Background: an optimization exercise with open tools, aiming at small area. Do not read the settings as production practice. Only simulation tests tie the RTL to the original design; equivalence was not proved.

Design bop_it, start of the top module:
module bop_it(
	input clk,
	input rst,
	input [7:0] sw,
	input [4:0] btns,
	output [7:0] leds,
	output [6:0] ssd_digit,
	output [3:0] ssd_select
	);
localparam S_INIT = 3'd0, S_IDLE = 3'd1, S_LVL = 3'd2, S_LOSE = 3'd3,
           S_RNG = 3'd4, S_CHK = 3'd5, S_DLVL = 3'd6, S_WIN = 3'd7;
localparam D_BLANK = 3'd0, D_LET = 3'd1, D_LUL = 3'd2, D_DASH = 3'd4, D_SCORE = 3'd5;
reg [5:0] e;
reg [2:0] state;
reg [7:0] cnt;
reg [2:0] dm;
reg [12:0] move;
reg [7:0] sw_prev;
reg [4:0] btn_press;
reg corr;
reg [2:0] pa;      
reg [3:0] pb;      
reg [31:0] R;
reg flag;
reg [32:0] ring;
wire tick = &e;
wire [1:0] idx = {e[5] ^ e[4], ~e[4]};
wire st_rng = (state == S_RNG);
wire st_chk = (state == S_CHK);
wire [6:0] ce;
assign ce[0] = 1'b1;
genvar gi;
generate for (gi = 1; gi < 7; gi = gi + 1) begin : g_ce
	assign ce[gi] = ce[gi-1] & e[gi-1];
end endgenerate
wire [5:0] e_inc = e ^ ce[5:0];
wire [8:0] cc;
assign cc[0] = tick;
generate for (gi = 1; gi < 9; gi = gi + 1) begin : g_cc
	assign cc[gi] = cc[gi-1] & cnt[gi-1];
end endgenerate
wire [7:0] cnt_inc = cnt ^ cc[7:0];
reg [2:0] lvr;
always @(*) begin
	case (pa)
	3'd0: lvr = {2'b00, pb[3]};
	3'd1: lvr = (pb[3] | (pb[2] & pb[1])) ? 3'd2 : 3'd1;
	3'd2: lvr = (pb[3] | pb[2]) ? 3'd3 : 3'd2;
	3'd3: lvr = (pb[3] | pb[2] | pb[1]) ? 3'd4 : 3'd3;
	3'd4: lvr = pb[3] ? 3'd6 : 3'd5;
	3'd5: lvr = (pb[3] | (pb[2] & pb[1])) ? 3'd7 : 3'd6;
	default: lvr = 3'd7;
	endcase
end
wire l7 = pb[0] & (pa[0] ^ pb[1]) & (pa[1] ^ pb[2] ^ (pa[0] & pb[1]));
wire is64 = pa[2] & pa[1] & pb[2];
wire newgame = st_rng & dm[2];
wire ng = ~newgame;
wire m9 = ng & (lvr == 3'd2 || lvr == 3'd3 || lvr == 3'd4);
wire m13 = ng & (lvr[2] & (lvr[1] | lvr[0]));
wire n2 = ng & (lvr != 3'd0);
wire n3 = ng & (lvr[2] | (lvr[1] & lvr[0]));
wire n4 = ng & (lvr[2] & lvr[1]);
wire g3 = lvr[2] & ~lvr[1];
wire g2 = lvr[2] & lvr[1];
wire [7:0] bar = {&lvr, lvr[2] & lvr[1], lvr[2] & (lvr[1] | lvr[0]), lvr[2],
                  lvr[2] | (lvr[1] & lvr[0]), lvr[2] | lvr[1], |lvr, 1'b1};
wire en = st_rng & ~cnt[5] & (dm != D_LUL);
  ...
Size: roughly 630 cells after synthesis, roughly 120 flip-flops, ~0.0050 mm² of cells after synthesis.
clock: 80.0 ns
lec_check: 0
abc_area: 1
cap_margin: 20
core_margin: 2
core_utilization: 40
slew_margin: 20
standard.sh (not shown) runs the stock make flow with config.mk's settings and CLKGATE_MAP_FILE= SYNTH_SCRIPT=/design/flow/synth_recipe.tcl, a recipe that flattens the netlist after the stock synthesis.
==> flow/flow/run.sh <==
#!/bin/bash
# The standard ORFS layout (standard.sh), with four changes that only affect area:
#  * no ADDER_MAP_FILE, so Yosys does not turn XOR/AND pairs into half-adder
#    cells ahead of ABC and ABC maps all the combinational logic;
#  * ABC restructures the combinational logic with &deepsyn and maps it for
#    area only (no buffering or upsizing; the clock period is 80 ns), from a
#    copy of ORFS's scripts folder;
#  * port buffers are sky130_fd_sc_hd__buf_1;
#  * CTS uses clkbuf_4 buffers and no dummy loads.
# Registers are untouched: synthesis is synth_recipe.tcl / ORFS synth.tcl up to
# the same dfflibmap; only the adder step and the ABC script differ.
set -euo pipefail
cp -r "$FLOW_HOME/scripts" ./scripts_area
printf 'strash\n&get -n\n&st\n&deepsyn -T 30\n&put\ndch -f\namap\ntopo\nstime -c\n' > ./scripts_area/abc_area.script
export BUFFER_PORTS_ARGS="-buffer_cell sky130_fd_sc_hd__buf_1"
export CTS_ARGS="-sink_clustering_enable -repair_clock_nets -buf_list sky130_fd_sc_hd__clkbuf_4 -root_buf sky130_fd_sc_hd__clkbuf_4 -dont_use_dummy_load"
bash standard.sh SCRIPTS_DIR="$PWD/scripts_area" ADDER_MAP_FILE= finish > standard.log 2>&1
==> next run, changes <==
--- a/flow/design.v
+++ b/flow/design.v
@@ -19,13 +19,12 @@
 reg [7:0] sw_prev;
 reg [4:0] btn_press;
 reg corr;
 reg [2:0] pa;      
 reg [3:0] pb;      
 reg [31:0] R;
-reg flag;
 reg [32:0] ring;
 wire tick = &e;
 wire [1:0] idx = {e[5] ^ e[4], ~e[4]};
 wire st_rng = (state == S_RNG);
 wire st_chk = (state == S_CHK);
 wire [6:0] ce;
@@ -66,18 +65,19 @@
 wire g2 = lvr[2] & lvr[1];
 wire [7:0] bar = {&lvr, lvr[2] & lvr[1], lvr[2] & (lvr[1] | lvr[0]), lvr[2],
                   lvr[2] | (lvr[1] & lvr[0]), lvr[2] | lvr[1], |lvr, 1'b1};
 wire en = st_rng & ~cnt[5] & (dm != D_LUL);
 wire fb = R[31] ^ R[21] ^ R[1] ^ R[0];
 wire [16:0] cr;
-assign cr[0] = ~en;
+assign cr[0] = 1'b1;
 generate for (gi = 1; gi < 17; gi = gi + 1) begin : g_cr
 	assign cr[gi] = cr[gi-1] & R[gi-1];
 end endgenerate
 wire [15:0] r_inc = (R[15:0] ^ cr[15:0]) | {15'd0, cr[16]};
-wire sample = en ? R[0] : R[31];
+wire seeding = ~state[2] & ~state[1] & (~state[0] | (dm == D_DASH));
+wire sample = en ? R[1] : R[0];
 wire [3:0] acc = btn_press[3:0];
 wire [4:0] h2 = {acc, ring[32]};
 wire [4:0] hm = {1'b0, m9 | m13, ~m9, 1'b0, 1'b1};    
 wire [5:0] hd = {1'b0, h2} - {1'b0, hm};
 wire [3:0] hn = hd[5] ? h2[3:0] : hd[3:0];
 wire c32 = cnt[5] & ~cnt[2] & ~cnt[1] & ~cnt[0];
@@ -92,20 +92,17 @@
 wire c0 = ~|cnt;
 wire c200 = cnt[7] & cnt[6] & cnt[3];
 wire ctog = (cnt == 8'd30) | (cnt == 8'd60) | (cnt == 8'd90) |
             (cnt == 8'd120) | (cnt == 8'd150) | (cnt == 8'd180);
 always @(posedge clk) begin
 	e <= rst ? 6'd63 : e_inc;
-	if (rst) begin
+	if (rst)
 		R[15:0] <= 16'd1;
-		flag <= 1'b0;
-	end else begin
-		R[15:0] <= flag ? {R[14:0], en ? fb : R[31]} : r_inc;
-		if (!flag) flag <= en;
-	end
-	R[31:16] <= {R[30:16], R[15] & flag};
+	else
+		R[15:0] <= seeding ? r_inc : {R[14:0], en ? fb : R[31]};
+	R[31:16] <= {R[30:16], R[15] & ~seeding};
 	ring <= {ring[31:0], (tick & st_rng & ~cnt[5]) ? sample : ring[32]};
 	if (cap) move <= move | (13'd1 << acc);
 	if (hwin) btn_press[3:0] <= hn;
 	else if (tick & st_rng & ~c32) btn_press <= 5'd0;
 	else if (st_chk & bwin)
 		btn_press <= btn_press | btns;
After rerunning:
- The new run produced a clean layout
- area after synthesis barely changes
- die area stays flat
- worst setup slack gets better by 84 ps
- core utilization came out higher by 0.92 points
- design area shrinks by about 0.4%

separate check: timing with driven ports:
How much do the figures lean on ideal ports? The routed layouts below were timed once more, with nothing changed but the port constraints. Step 1 sets driving cells, clkbuf_16 on the clock port and buf_2 on the other inputs (assumed; they add their load-dependent delay and slew). Step 2 times the ports against the registers' clock, not the clock port: input delays grow and output delays shrink by t, the midpoint of the rising clock arrivals with the driver on. a / b / c = ideal ports / drivers / drivers and shift; a / b = the first two.
| run | shift t [ns] | slack for setup (ns) | hold slack, ns | worst setup path after step 2 | latest minus earliest clock arrival (ns) |
|---|---|---|---|---|---|
| the first run | 0.544 | 60.232 / 60.201 / 60.745 | 0.304 / 0.304 / 0.304 | register to output | 0.033 / 0.033 |
| the second run | 0.538 | 60.316 / 60.283 / 60.821 | 0.311 / 0.311 / 0.311 | register to output | 0.030 / 0.030 |
After both steps setup and hold are still met in every run listed.
